What follows belongs to an exercise in optimizing a design on an open flow for small area, a short achievable clock period and few clock cycles per item; a production flow would make more cautious choices. RTL that was checked went through simulation tests only; none was proved equivalent to the original. Power and IR drop assume default switching activity.

==> flow/design.v (excerpt) <==
module Binary_to_BCD
  #(parameter INPUT_WIDTH = 28,
    parameter DECIMAL_DIGITS = 8)
  (
   input                         clk,
   input                         rst,
   input [INPUT_WIDTH-1:0]       i_Binary,
   input                         i_Start,
   output [DECIMAL_DIGITS*4-1:0] o_BCD,
   output                        o_DV
   );
clock: 5.0 ns
lec_check: 0
abc_area: 1
cap_margin: 20
core_margin: 2
core_utilization: 40
place_density: 0.6
setup_slack_margin: 2.95
slew_margin: 20
standard.sh (not shown) runs the stock make flow with config.mk's settings and CLKGATE_MAP_FILE= SYNTH_SCRIPT=/design/flow/synth_recipe.tcl, a recipe that flattens the netlist after the stock synthesis.
==> flow/flow/run.sh <==
#!/bin/bash
# The standard layout (the standard.sh, unchanged synthesis and steps), with
# the port buffers that buffer_ports inserts made sky130_fd_sc_hd__buf_1 cells
# instead of its default pick. Every tool's output goes to standard_flow.log here;
# ORFS also keeps each step's log under orfs/logs.
set -euo pipefail
bash standard.sh 'BUFFER_PORTS_ARGS=-buffer_cell sky130_fd_sc_hd__buf_1' finish > standard_flow.log 2>&1
The first run went through all stages and came out clean.
Testbench counts at the start, summed over its fixed seeds: cycles 11,520, items 1,280.
Edit:
SETUP_SLACK_MARGIN = 3.05   (was 2.95)
Outcome: Maximum frequency barely changes. Worst setup slack is better by 3.4 ps. Count of clock-buffer cells in the layout does not change. Routed wire length came out higher by a little under a tenth.
Edit:
SETUP_SLACK_MARGIN = 2.85   (was 3.05)
After rerunning:
- cell area goes down by 17%
- clock skew barely changes
- cell count shrinks by 3.7%
- setup slack got worse by 62 ps
Edit:
==> flow/flow/run.sh (replaced) <==
#!/bin/bash
# The standard layout (the standard.sh: ORFS with the standard flow's synthesis script),
# with two changes:
#  - synthesis maps the logic with the ABC script flow/abc_area.script (an
#    area-first mapping) in place of ORFS's abc_area.script; everything else in
#    ORFS's scripts folder is used as it is, from a copy made here;
#  - the port buffers that buffer_ports inserts are sky130_fd_sc_hd__buf_1.
# Every tool's output goes to standard_flow.log here; ORFS also keeps each
# step's log under orfs/logs.
set -euo pipefail
rm -rf scripts_abc
cp -r "$FLOW_HOME/scripts" scripts_abc
cp flow/abc_area.script scripts_abc/abc_area.script
bash standard.sh "SCRIPTS_DIR=$PWD/scripts_abc" 'BUFFER_PORTS_ARGS=-buffer_cell sky130_fd_sc_hd__buf_1' finish > standard_flow.log 2>&1
==> flow/flow/abc_area.script (new file) <==
strash
dch
map -a
topo
stime -c
buffer -c
upsize -c
dnsize -c
SETUP_SLACK_MARGIN = 2.95   (was 2.85)
The changed run finished clean.
Register-to-register slack got worse by 290 ps.
Power climbs by a quarter to a third.
Count of clock-buffer cells in the layout stays the same.
Routed wire length climbs by roughly a tenth.
Clock skew hardly moves.
Combinational power climbs by well over a third.
Cell area climbs by a quarter to a third.
Worst setup slack got worse by 290 ps.

The RTL this note starts from:
==> flow/design.v <==
module Binary_to_BCD
  #(parameter INPUT_WIDTH = 28,
    parameter DECIMAL_DIGITS = 8)
  (
   input                         clk,
   input                         rst,
   input [INPUT_WIDTH-1:0]       i_Binary,
   input                         i_Start,
   output [DECIMAL_DIGITS*4-1:0] o_BCD,
   output                        o_DV
   );
  function [3:0] add3(input [3:0] d, input en);
    reg c;
    begin
      c = en & (d[3] | (d[2] & (d[1] | d[0])));
      add3 = {c | d[3], c ? d[3] & d[0] : d[2], c ? (d[3] ? ~d[0] : d[1] & d[0]) : d[1], d[0] ^ c};
    end
  endfunction
  reg [33:0] r_R;
  reg        r_Busy, r_DV;
  reg [4:0] r_T;    
  reg [33:0] w_L;
  always @* begin
    w_L = {i_Binary, 6'b0};
    w_L = {w_L[32:0], w_L[33]};
    w_L = {w_L[32:0], w_L[33]};
    w_L = {w_L[32:0], w_L[33]};
    w_L[3:0] = add3(w_L[3:0], 1'b1);
    w_L = {w_L[32:0], w_L[33]};
  end
  reg [33:0] w_S;
  always @* begin
    w_S = r_R;
    w_S[3:0] = add3(w_S[3:0], 1'b1);
    w_S[7:4] = add3(w_S[7:4], 1'b1);
    w_S[11:8] = add3(w_S[11:8], r_T[0]);
    w_S[15:12] = add3(w_S[15:12], r_T[1]);
    w_S[19:16] = add3(w_S[19:16], r_T[2]);
    w_S[23:20] = add3(w_S[23:20], r_T[3]);
    w_S[27:24] = add3(w_S[27:24], r_T[4]);
    w_S = {w_S[32:0], w_S[33]};
    w_S[3:0] = add3(w_S[3:0], 1'b1);
    w_S[7:4] = add3(w_S[7:4], 1'b1);
    w_S[11:8] = add3(w_S[11:8], r_T[0]);
    w_S[15:12] = add3(w_S[15:12], r_T[1]);
    w_S[19:16] = add3(w_S[19:16], r_T[2]);
    w_S[23:20] = add3(w_S[23:20], r_T[3]);
    w_S[27:24] = add3(w_S[27:24], r_T[4]);
    w_S = {w_S[32:0], w_S[33]};
    w_S[3:0] = add3(w_S[3:0], 1'b1);
    w_S[7:4] = add3(w_S[7:4], 1'b1);
    w_S[11:8] = add3(w_S[11:8], 1'b1);
    w_S[15:12] = add3(w_S[15:12], r_T[0]);
    w_S[19:16] = add3(w_S[19:16], r_T[1]);
    w_S[23:20] = add3(w_S[23:20], r_T[2]);
    w_S[27:24] = add3(w_S[27:24], r_T[3]);
    w_S[31:28] = add3(w_S[31:28], r_T[4]);
    w_S = {w_S[32:0], w_S[33]};
    w_S[3:0] = add3(w_S[3:0], 1'b1);
    w_S[7:4] = add3(w_S[7:4], 1'b1);
    w_S[11:8] = add3(w_S[11:8], 1'b1);
    w_S[15:12] = add3(w_S[15:12], r_T[0]);
    w_S[19:16] = add3(w_S[19:16], r_T[1]);
    w_S[23:20] = add3(w_S[23:20], r_T[2]);
    w_S[27:24] = add3(w_S[27:24], r_T[3]);
    w_S[31:28] = add3(w_S[31:28], r_T[4]);
    w_S = {w_S[32:0], w_S[33]};
  end
  always @(posedge clk) begin
    r_R <= r_Busy ? w_S : w_L;
    r_T <= r_Busy ? {r_T[3:0], 1'b1} : 5'b0;
    if (rst) begin
      r_Busy <= 1'b0;
      r_DV   <= 1'b0;
    end else if (r_Busy) begin
      r_Busy <= ~r_T[4];
      r_DV   <= r_T[4];
    end else begin
      r_Busy <= i_Start;
      r_DV   <= 1'b0;
    end
  end
  assign o_BCD = r_R[31:0];
  assign o_DV  = r_DV;
endmodule
export LEC_CHECK = 0
export ABC_AREA = 1
export CAP_MARGIN = 20
export CORE_MARGIN = 2
export CORE_UTILIZATION = 40
export PLACE_DENSITY = 0.6
export SLEW_MARGIN = 20
create_clock -name core_clock -period 5.0 [get_ports {clk}]
run.sh (not shown) runs the stock make flow with config.mk's settings and CLKGATE_MAP_FILE= SYNTH_SCRIPT=/design/flow/synth_recipe.tcl, a recipe that flattens the netlist after the stock synthesis.
Stock flow here: none of the scripts above is used.
The baseline finished clean.
Then changed:
==> flow/flow/run.sh (new file) <==
#!/bin/bash
# The standard layout (the standard.sh, unchanged synthesis and steps), with
# the port buffers that buffer_ports inserts made sky130_fd_sc_hd__buf_1 cells
# instead of its default pick. Every tool's output goes to standard_flow.log here;
# ORFS also keeps each step's log under orfs/logs.
set -euo pipefail
bash standard.sh 'BUFFER_PORTS_ARGS=-buffer_cell sky130_fd_sc_hd__buf_1' finish > standard_flow.log 2>&1
==> flow/standard.sh (new file) <==
#!/bin/bash
# synth_recipe.tcl (not shown) runs the flow's synth.tcl, then flattens the netlist and writes it again
# the make line also repeats each setting of config.mk as NAME=value (left out here)
make -C /OpenROAD-flow-scripts/flow DESIGN_CONFIG=/design/flow/config.mk WORK_HOME=/design/flow/orfs CLKGATE_MAP_FILE= SYNTH_SCRIPT=/design/flow/synth_recipe.tcl "${@:-finish}"
removed: flow/run.sh
Effect: Die area stays the same; worst setup slack got worse by 0.047 ns; core utilization went down by 4.6 points; hold slack is better by 0.031 ns; power drops by about 8%; routed wire length drops by 1.8%; sequential share of layout area grows by 2.0 points; count of clock-buffer cells in the layout grows by 1; fmax is lower by 1.7%; global-route usage decreases by 0.18 points; clock skew came out higher by 0.0075 ns.
Function was not checked in any run of this note: the RTL went through the layout flow alone.

[re-timing with driven ports]
In the flow no input, the clock included, has a driving cell. The finished layouts below were timed again as built, in two steps. Step 1 sets driving cells, clkbuf_16 on the clock port and buf_2 on the other inputs (assumed; they add their load-dependent delay and slew). Step 2 moves the port delays by t, midway between the first and last clock arrival at a register: inputs arrive t later, outputs are due t later. That takes back most of the time a late clock gives input paths. a / b / c = no drivers / after step 1 / after step 2; a / b = the first two.
run | t (ns) | setup slack, ns | worst data-port slew with drivers (ns) | pins driven straight from the clock port
the first run of note 1 | 0.319 | 3.060 / 3.060 / 3.060 | 0.04 | 1
the second run of note 1 | 0.323 | 3.063 / 3.030 / 3.081 | 0.04 | 1
the third run of note 1 | 0.319 | 3.001 / 3.001 / 3.001 | 0.04 | 1
the fourth run of note 1 | 0.327 | 2.708 / 2.708 / 2.708 | 0.04 | 1
the first run of note 2 | 0.324 | 2.196 / 2.196 / 2.196 | 0.04 | 1
the second run of note 2 | 0.329 | 2.149 / 2.149 / 2.149 | 0.04 | 1
After both steps every run listed still meets setup and hold.
